Background: an optimization exercise with open tools, aiming at small area. Do not read the settings as production practice. Only simulation tests tie the RTL to the original design; equivalence was not proved. The flow treats the clock pin as an ideal source. Dropping or thinning the clock tree relies on that and would not hold on a real chip.

==> inputs of v34 <==
==> flow/design.v <==
`timescale 1ns/1ps
module bcd2sseg (
        input  wire  [3:0] bcd,
        output logic [6:0] sseg
    );
    wire a = bcd[3], b = bcd[2], c = bcd[1], d = bcd[0];
    wire seg_a = a | c | (b & d) | (~b & ~d);
    wire seg_b = ~b | (~c & ~d) | (c & d);
    wire seg_c = b | ~c | d;
    wire seg_d = a | (~b & ~d) | (~b & c) | (c & ~d) | (b & ~c & d);
    wire seg_e = (~b & ~d) | (c & ~d);
    wire seg_f = a | (~c & ~d) | (b & ~c) | (b & ~d);
    wire seg_g = a | (b & ~c) | (~b & c) | (c & ~d);
    assign sseg = ~{seg_g, seg_f, seg_e, seg_d, seg_c, seg_b, seg_a};
endmodule
`timescale 1ns / 1ps
module stopwatch
    (
        input  wire       clk100MHz,  
        input  wire       rst,        
        input  wire       start,      
        input  wire       stop,       
        input  wire [7:0] sw,         
        output wire [6:0] sseg_ca,    
        output wire [3:0] sseg_an,    
        output wire [9:0] LED         
    );
    logic [10:0] t;
    logic [10:0] t_q;            
    assign t = t_q ^ 11'd4;
    wire tick_disp  = &t[2:0];
    wire tick_count = t[5] & ~t[4] & ~t[3] & ~t[2] & t[1] & t[0];  
    always_ff @(posedge clk100MHz, posedge rst)
        if (rst) t_q <= 11'd0;
        else     t_q <= (t + 11'd1) ^ 11'd4;
    logic       running;
    logic [3:0] d0, d1, d2, d3;   
    logic [2:0] d4;               
    wire run_nxt = (start & ~stop) | (running & ~(stop & ~start));
    wire inc     = tick_count & run_nxt;
    wire c0 = inc & d0[3] & d0[0];
    wire c1 = c0  & d1[3] & d1[0];
    wire c2 = c1  & d2[3] & d2[0];
    wire c3 = c2  & d3[3] & d3[0];
    wire wrap = inc & d4[2] & d4[1] & d3[2] & d3[0] & d2[2] & d2[0]
                    & d1[1] & d1[0] & d0[2] & d0[0];
    function automatic [3:0] dec_inc(input [3:0] d);
        dec_inc[0] = ~d[0];
        dec_inc[1] = d[1] ^ (d[0] & ~d[3]);
        dec_inc[2] = d[2] ^ (d[0] & d[1]);
        dec_inc[3] = (d[3] & ~d[0]) | (d[2] & d[1] & d[0]);
    endfunction
    always_ff @(posedge clk100MHz, posedge rst)
        if (rst) running <= 1'b0;
        else if (tick_count) running <= run_nxt;
    always_ff @(posedge clk100MHz, posedge rst)
        if (rst) begin
            d0 <= '0; d1 <= '0; d2 <= '0; d3 <= '0; d4 <= '0;
        end
        else if (wrap) begin
            d0 <= '0; d1 <= '0; d2 <= '0; d3 <= '0; d4 <= '0;
        end
        else begin
            if (inc) d0 <= dec_inc(d0);
            if (c0)  d1 <= dec_inc(d1);
            if (c1)  d2 <= dec_inc(d2);
            if (c2)  d3 <= dec_inc(d3);
            if (c3)  d4 <= d4 + 3'd1;
        end
    wire [1:0] pos = t[4:3];
    logic [3:0] digit;
    always_comb
        case (pos)
            2'd0: digit = d0;
            2'd1: digit = d1;
            2'd2: digit = d2;
            default: digit = d3;
        endcase
    bcd2sseg u_bcd2sseg (.bcd(digit), .sseg(sseg_ca));
    logic pwm_flag;
    always_ff @(posedge clk100MHz, posedge rst)
        if (rst) pwm_flag <= 1'b0;
        else if (tick_disp) pwm_flag <= (t[10:3] < sw);
    assign sseg_an[0] =  t[4] |  t[3] | pwm_flag;
    assign sseg_an[1] =  t[4] | ~t[3] | pwm_flag;
    assign sseg_an[2] = ~t[4] |  t[3] | pwm_flag;
    assign sseg_an[3] = ~t[4] | ~t[3] | pwm_flag;
    logic [12:0] minute_count;   
    logic [12:0] minute_q;       
    assign minute_count = minute_q ^ 13'd2191;
    logic [3:0]  step;           
    wire [13:0] minute_sum = {1'b0, minute_count} + {13'd0, tick_count};
    wire        minute_wrap = minute_sum[13];
    always_ff @(posedge clk100MHz, posedge rst)
        if (rst) begin
            minute_q     <= 13'd0;
            step         <= '0;
        end
        else begin
            minute_q     <= (minute_sum[12:0] | (minute_wrap ? 13'd2191 : 13'd0)) ^ 13'd2191;
            if (minute_wrap) step <= step[3] ? 4'd0 : step + 4'd1;
        end
    assign LED[0] = step[3] | step[2] | step[1] | step[0];
    assign LED[1] = step[3] | step[2] | step[1];
    assign LED[2] = step[3] | step[2] | (step[1] & step[0]);
    assign LED[3] = step[3] | step[2];
    assign LED[4] = step[3] | (step[2] & (step[1] | step[0]));
    assign LED[5] = step[3] | (step[2] & step[1]);
    assign LED[6] = step[3] | (step[2] & step[1] & step[0]);
    assign LED[7] = step[3];
    assign LED[9:8] = 2'b00;
endmodule
==> flow/flow/run.sh <==
#!/bin/bash
# Standard ORFS layout (the standard.sh) with area-oriented changes:
#  - synthesis: the standard synthesis script, with an area-oriented ABC
#    script (flow/abc_area.script) in place of the speed-oriented one, and
#    without the half/full-adder extraction (ADDER_MAP_FILE empty), so that
#    ABC maps all the logic (register names and types are unchanged)
#  - port buffers: buf_1 instead of the default buffer
#  - CTS: no dummy loads; after CTS (flow/post_cts.tcl) the clock tree is
#    rebuilt as one level of clock buffers driven by the clock port
#    (flow/recluster.tcl), the reset inverter is sized to drive all the
#    reset pins, and gates with slack are downsized
# Each tool's output goes to ORFS's logs plus synth.log / layout.log here.
set -euo pipefail
here=$(pwd)
CTS_BUFS="sky130_fd_sc_hd__clkbuf_8"
CTS_EXTRA=""
rm -rf "$here/scripts_area"
cp -r "$FLOW_HOME/scripts" "$here/scripts_area"
cp "$here/flow/abc_area.script" "$here/scripts_area/abc_speed.script"
bash standard.sh synth SCRIPTS_DIR="$here/scripts_area" ADDER_MAP_FILE= > "$here/synth.log" 2>&1
bash standard.sh finish \
  BUFFER_PORTS_ARGS="-buffer_cell sky130_fd_sc_hd__buf_1" \
  CTS_ARGS="-sink_clustering_enable -repair_clock_nets -buf_list {$CTS_BUFS} -dont_use_dummy_load $CTS_EXTRA" \
  POST_CTS_TCL="$here/flow/post_cts.tcl" > "$here/layout.log" 2>&1
==> flow/flow/abc_area.script <==
strash
balance
rewrite
refactor
balance
rewrite
rewrite -z
balance
refactor -z
rewrite -z
balance
dc2
&get -n
&dch -f
&nf -p -R 1000
&put
==> flow/flow/post_cts.tcl <==
# After CTS (sourced by ORFS's cts.tcl as POST_CTS_TCL).
source [file join [file dirname [info script]] recluster.tcl]

# 1. Clock: one level of clock buffers driven by the clock port, in place of
#    CTS's root buffer plus leaf buffers.
recluster_clock_sized clk100MHz {sky130_fd_sc_hd__clkbuf_4 sky130_fd_sc_hd__clkbuf_8 sky130_fd_sc_hd__clkbuf_16} 0.110
detailed_placement
estimate_parasitics -placement

# 2. Downsize gates that have slack.
repair_timing -recover_power 100

# 3. The inverter that drives the flip-flops' active-low reset pins gets a
#    size that drives them all within the slew limit, so that no buffer is
#    added to that net later.
set block [ord::get_db_block]
foreach inst [$block getInsts] {
  set m [[$inst getMaster] getName]
  if { ![string match "sky130_fd_sc_hd__*inv_*" $m] } { continue }
  set onet [[$inst findITerm Y] getNet]
  if { $onet eq "NULL" } { continue }
  set n 0
  foreach it [$onet getITerms] {
    set p [[$it getMTerm] getName]
    if { $p eq "RESET_B" || $p eq "SET_B" } { incr n }
  }
  if { $n >= 16 } {
    puts "post_cts: [$inst getName] ($m) drives $n reset pins, sized to inv_4"
    replace_cell [get_cells [$inst getName]] sky130_fd_sc_hd__inv_4
  }
}

detailed_placement
check_placement -verbose
estimate_parasitics -placement
report_clock_skew
report_check_types -max_slew -max_capacitance -violators
==> flow/flow/recluster.tcl <==
# Rebuild the clock network that CTS made as K clock buffers, each driven
# directly by the clock port and each driving one cluster of the clock sinks
# (clusters from k-means on the sink locations). All the clock sinks see one
# buffer level, as in the CTS tree.
proc recluster_clock { port_name k buf_master } {
  set block [ord::get_db_block]
  set port_net [$block findNet $port_name]
  # collect the CTS buffers (transitively) and the sinks
  set bufs {}
  set sinks {}
  set todo [list $port_net]
  while { [llength $todo] > 0 } {
    set net [lindex $todo 0]
    set todo [lrange $todo 1 end]
    foreach it [$net getITerms] {
      if { ![$it isInputSignal] && [$it getIoType] ne "INPUT" } { continue }
      set inst [$it getInst]
      set m [[$inst getMaster] getName]
      if { [string match "sky130_fd_sc_hd__clkbuf_*" $m] } {
        lappend bufs $inst
        lappend todo [[$inst findITerm X] getNet]
      } else {
        lappend sinks $it
      }
    }
  }
  # sink locations
  set pts {}
  foreach s $sinks {
    set bb [[$s getInst] getBBox]
    lappend pts [list [expr {([$bb xMin] + [$bb xMax]) / 2}] [expr {([$bb yMin] + [$bb yMax]) / 2}]]
  }
  set n [llength $pts]
  # k-means, seeded with points spread along the sorted x order
  set order [lsort -integer -index 0 [lmap p $pts {lindex $p 0}]]
  set cents {}
  for { set c 0 } { $c < $k } { incr c } {
    set idx [expr {int(($c + 0.5) * $n / $k)}]
    set ys [lsort -integer [lmap p $pts {lindex $p 1}]]
    lappend cents [list [lindex [lsort -integer [lmap p $pts {lindex $p 0}]] $idx] [lindex $ys [expr {$n / 2}]]]
  }
  set assign {}
  for { set iter 0 } { $iter < 50 } { incr iter } {
    set assign {}
    foreach p $pts {
      set best 0; set bd 1e30
      for { set c 0 } { $c < $k } { incr c } {
        set dx [expr {[lindex $p 0] - [lindex $cents $c 0]}]
        set dy [expr {[lindex $p 1] - [lindex $cents $c 1]}]
        set d [expr {double($dx) * $dx + double($dy) * $dy}]
        if { $d < $bd } { set bd $d; set best $c }
      }
      lappend assign $best
    }
    set newc {}
    for { set c 0 } { $c < $k } { incr c } {
      set sx 0; set sy 0; set m 0
      foreach p $pts a $assign {
        if { $a == $c } { incr sx [lindex $p 0]; incr sy [lindex $p 1]; incr m }
      }
      if { $m > 0 } { lappend newc [list [expr {$sx / $m}] [expr {$sy / $m}]] } else { lappend newc [lindex $cents $c] }
    }
    set cents $newc
  }
  # remove the CTS buffers and their nets
  foreach b $bufs {
    set onet [[$b findITerm X] getNet]
    foreach it [$onet getITerms] { $it disconnect }
    [$b findITerm A] disconnect
    odb::dbInst_destroy $b
    odb::dbNet_destroy $onet
  }
  # new buffers
  set master [[ord::get_db] findMaster $buf_master]
  for { set c 0 } { $c < $k } { incr c } {
    set inst [odb::dbInst_create $block $master "clkbuf_cl_${c}_${port_name}"]
    set net [odb::dbNet_create $block "clknet_cl_${c}_${port_name}"]
    $net setSigType CLOCK
    [$inst findITerm A] connect $port_net
    [$inst findITerm X] connect $net
    set cnt 0
    foreach s $sinks a $assign {
      if { $a == $c } { $s connect $net; incr cnt }
    }
    $inst setLocation [lindex $cents $c 0] [lindex $cents $c 1]
    $inst setPlacementStatus PLACED
    puts "recluster_clock: $buf_master clkbuf_cl_${c}_${port_name} drives $cnt sinks"
  }
}

# Largest clock-pin slew among the sinks driven by buffer instance $inst.
proc cluster_worst_slew { inst } {
  set net [[$inst findITerm X] getNet]
  set w 0
  foreach it [$net getITerms] {
    if { [$it getInst] == $inst } { continue }
    set pin [get_pins "[[$it getInst] getName]/[[$it getMTerm] getName]"]
    set s [get_property $pin slew_max]
    if { $s > $w } { set w $s }
  }
  return $w
}

# Try K = 1..4 clusters; size each cluster's buffer as the smallest of
# $masters that keeps its sinks' clock slew at most $target (ns); keep the
# K with the least buffer area.
proc recluster_clock_sized { port_name masters target } {
  set block [ord::get_db_block]
  set best_k 0; set best_area 1e30; set best_sizes {}
  for { set k 1 } { $k <= 4 } { incr k } {
    recluster_clock $port_name $k [lindex $masters 0]
    set area 0; set sizes {}; set ok 1
    for { set c 0 } { $c < $k } { incr c } {
      set inst [$block findInst "clkbuf_cl_${c}_${port_name}"]
      set chosen ""
      foreach m $masters {
        replace_cell [get_cells [$inst getName]] $m
        estimate_parasitics -placement
        if { [cluster_worst_slew $inst] <= $target } { set chosen $m; break }
      }
      if { $chosen eq "" } { set ok 0; break }
      lappend sizes $chosen
      set area [expr {$area + [[[ord::get_db] findMaster $chosen] getWidth] * [[[ord::get_db] findMaster $chosen] getHeight]}]
    }
    puts "recluster_clock_sized: k=$k ok=$ok sizes=$sizes area=$area"
    if { $ok && $area < $best_area } { set best_k $k; set best_area $area; set best_sizes $sizes }
  }
  recluster_clock $port_name $best_k [lindex $masters 0]
  for { set c 0 } { $c < $best_k } { incr c } {
    replace_cell [get_cells "clkbuf_cl_${c}_${port_name}"] [lindex $best_sizes $c]
  }
  puts "recluster_clock_sized: chose k=$best_k sizes=$best_sizes"
}
==> flow/standard.sh <==
#!/bin/bash
# synth_recipe.tcl (not shown) runs the flow's synth.tcl, then flattens the netlist and writes it again
# the make line also repeats each setting of config.mk as NAME=value (left out here)
make -C /OpenROAD-flow-scripts/flow DESIGN_CONFIG=/design/flow/config.mk WORK_HOME=/design/flow/orfs CLKGATE_MAP_FILE= SYNTH_SCRIPT=/design/flow/synth_recipe.tcl "${@:-finish}"
==> flow/config.mk <==
export PLATFORM = sky130hd
export DESIGN_NAME = stopwatch
export DESIGN_NICKNAME = stopwatch
export VERILOG_FILES = /design/flow/design.v
export SDC_FILE = /design/flow/constraint.sdc
export NUM_CORES = 4
export LEC_CHECK = 0
export CAP_MARGIN = 20
export CORE_MARGIN = 2
export CORE_UTILIZATION = 60
export PLACE_DENSITY = 0.75
export SLEW_MARGIN = 20
==> flow/constraint.sdc <==
create_clock -name core_clock -period 12.5 [get_ports {clk100MHz}]
set_input_delay 2.5000 -clock core_clock [delete_from_list [all_inputs] [get_ports {clk100MHz}]]
set_output_delay 2.5000 -clock core_clock [all_outputs]
set_load 0.01 [all_outputs]
==> inputs of v20, as changes to v34 <==
--- a/flow/design.v
+++ b/flow/design.v
@@ -27,12 +27,13 @@
     );
     logic [10:0] t;
     logic [10:0] t_q;            
-    assign t = t_q ^ 11'd4;
+    localparam [10:0] T_INV = 11'b11111000100;
+    assign t = t_q ^ T_INV;
     wire tick_disp  = &t[2:0];
     wire tick_count = t[5] & ~t[4] & ~t[3] & ~t[2] & t[1] & t[0];  
     always_ff @(posedge clk100MHz, posedge rst)
-        if (rst) t_q <= 11'd0;
-        else     t_q <= (t + 11'd1) ^ 11'd4;
+        if (rst) t_q <= 11'd4 ^ T_INV;
+        else     t_q <= (t + 11'd1) ^ T_INV;
     logic       running;
     logic [3:0] d0, d1, d2, d3;   
     logic [2:0] d4;               
--- a/flow/flow/recluster.tcl
+++ b/flow/flow/recluster.tcl
@@ -2,7 +2,7 @@
 # directly by the clock port and each driving one cluster of the clock sinks
 # (clusters from k-means on the sink locations). All the clock sinks see one
 # buffer level, as in the CTS tree.
-proc recluster_clock { port_name k buf_master } {
+proc recluster_clock { port_name k buf_master {init 0} } {
   set block [ord::get_db_block]
   set port_net [$block findNet $port_name]
   # collect the CTS buffers (transitively) and the sinks
@@ -31,13 +31,23 @@
     lappend pts [list [expr {([$bb xMin] + [$bb xMax]) / 2}] [expr {([$bb yMin] + [$bb yMax]) / 2}]]
   }
   set n [llength $pts]
-  # k-means, seeded with points spread along the sorted x order
-  set order [lsort -integer -index 0 [lmap p $pts {lindex $p 0}]]
+  # k-means, seeded with the points at the cluster quantiles along one of
+  # four projections (x, y, x+y, x-y), chosen by $init
+  set proj {}
+  foreach p $pts {
+    set x [lindex $p 0]; set y [lindex $p 1]
+    switch -- [expr {$init % 4}] {
+      0 { lappend proj [list $x $p] }
+      1 { lappend proj [list $y $p] }
+      2 { lappend proj [list [expr {$x + $y}] $p] }
+      3 { lappend proj [list [expr {$x - $y}] $p] }
+    }
+  }
+  set sorted [lsort -integer -index 0 $proj]
   set cents {}
   for { set c 0 } { $c < $k } { incr c } {
     set idx [expr {int(($c + 0.5) * $n / $k)}]
-    set ys [lsort -integer [lmap p $pts {lindex $p 1}]]
-    lappend cents [list [lindex [lsort -integer [lmap p $pts {lindex $p 0}]] $idx] [lindex $ys [expr {$n / 2}]]]
+    lappend cents [lindex $sorted $idx 1]
   }
   set assign {}
   for { set iter 0 } { $iter < 50 } { incr iter } {
@@ -106,28 +116,35 @@
 # K with the least buffer area.
 proc recluster_clock_sized { port_name masters target } {
   set block [ord::get_db_block]
-  set best_k 0; set best_area 1e30; set best_sizes {}
+  set best_k 0; set best_init 0; set best_area 1e30; set best_slew 1e30; set best_sizes {}
   for { set k 1 } { $k <= 4 } { incr k } {
-    recluster_clock $port_name $k [lindex $masters 0]
-    set area 0; set sizes {}; set ok 1
-    for { set c 0 } { $c < $k } { incr c } {
-      set inst [$block findInst "clkbuf_cl_${c}_${port_name}"]
-      set chosen ""
-      foreach m $masters {
-        replace_cell [get_cells [$inst getName]] $m
-        estimate_parasitics -placement
-        if { [cluster_worst_slew $inst] <= $target } { set chosen $m; break }
+    for { set init 0 } { $init < 4 } { incr init } {
+      recluster_clock $port_name $k [lindex $masters 0] $init
+      set area 0; set sizes {}; set ok 1; set wslew 0
+      for { set c 0 } { $c < $k } { incr c } {
+        set inst [$block findInst "clkbuf_cl_${c}_${port_name}"]
+        set chosen ""
+        foreach m $masters {
+          replace_cell [get_cells [$inst getName]] $m
+          estimate_parasitics -placement
+          set sl [cluster_worst_slew $inst]
+          if { $sl <= $target } { set chosen $m; break }
+        }
+        if { $chosen eq "" } { set ok 0; break }
+        if { $sl > $wslew } { set wslew $sl }
+        lappend sizes $chosen
+        set mm [[ord::get_db] findMaster $chosen]
+        set area [expr {$area + [$mm getWidth] * [$mm getHeight]}]
       }
-      if { $chosen eq "" } { set ok 0; break }
-      lappend sizes $chosen
-      set area [expr {$area + [[[ord::get_db] findMaster $chosen] getWidth] * [[[ord::get_db] findMaster $chosen] getHeight]}]
+      puts "recluster_clock_sized: k=$k init=$init ok=$ok sizes=$sizes area=$area worst_slew=$wslew"
+      if { $ok && ($area < $best_area || ($area == $best_area && $wslew < $best_slew)) } {
+        set best_k $k; set best_init $init; set best_area $area; set best_slew $wslew; set best_sizes $sizes
+      }
     }
-    puts "recluster_clock_sized: k=$k ok=$ok sizes=$sizes area=$area"
-    if { $ok && $area < $best_area } { set best_k $k; set best_area $area; set best_sizes $sizes }
   }
-  recluster_clock $port_name $best_k [lindex $masters 0]
+  recluster_clock $port_name $best_k [lindex $masters 0] $best_init
   for { set c 0 } { $c < $best_k } { incr c } {
     replace_cell [get_cells "clkbuf_cl_${c}_${port_name}"] [lindex $best_sizes $c]
   }
-  puts "recluster_clock_sized: chose k=$best_k sizes=$best_sizes"
+  puts "recluster_clock_sized: chose k=$best_k init=$best_init sizes=$best_sizes worst_slew=$best_slew"
 }
==> flow/config.mk (replaced) <==
export PLATFORM = sky130hd
export DESIGN_NAME = stopwatch
export DESIGN_NICKNAME = stopwatch
export VERILOG_FILES = /design/flow/design.v
export SDC_FILE = /design/flow/constraint.sdc
export NUM_CORES = 4
export LEC_CHECK = 0
export CAP_MARGIN = 0
export CORE_MARGIN = 2
export CORE_UTILIZATION = 40
export SLEW_MARGIN = 0
==> summary.txt <==
outcome - timing/DRC/antenna clean
final-stage net count - 283
commonest cells after routing, fill and taps aside - dfrtp_1, nor2_1, buf_1
wire length on met2 - 1.89 mm
Area Overhead vs Synth - 9.94%
Reg clk slew, reported paths - 0.10 ns
Source of the figures above: v20

==> summary.txt <==
FF-to-FF path depth - 13
wire length on met2 - 2.10 mm
minimum clock period - 4.79 ns
outcome - timing/DRC/antenna clean
Reg clk slew, reported paths - 0.09 ns
commonest cells after routing, fill and taps aside - dfrtp_1, nor2_1, buf_1
final-stage net count - 282
Source of the figures above: v34

In every run of this note, the design's own scripts or RTL, not TritonCTS, make the clock network.

afterwards: timing with drivers on the ports:
The results above use ideal ports. As a check the final layouts listed here were re-extracted and re-timed, cells and wires unchanged.
Step 1: set_driving_cell puts a clkbuf_16 on clk100MHz and a buf_2 on each other input, an assumption about the parent block.
Step 2, shift: input delay + t, output delay - t, t = (earliest + latest rising clock arrival at the registers) / 2. This alone moves slack from input paths to output paths.
Slacks: no drivers / after step 1 / after step 2; pairs: no drivers / after step 1.
| run | t, ns | setup WS [ns] | worst hold slack (ns) | worst setup path after step 2 |
|---|---|---|---|---|
| v34 | 0.197 | 7.714 / 7.734 / 7.538 | 0.470 / 0.470 / 0.470 | input to register |
| v20 | 0.202 | 7.800 / 7.826 / 7.624 | 0.474 / 0.474 / 0.474 | input to register |
After both steps setup and hold are still met in every run listed.
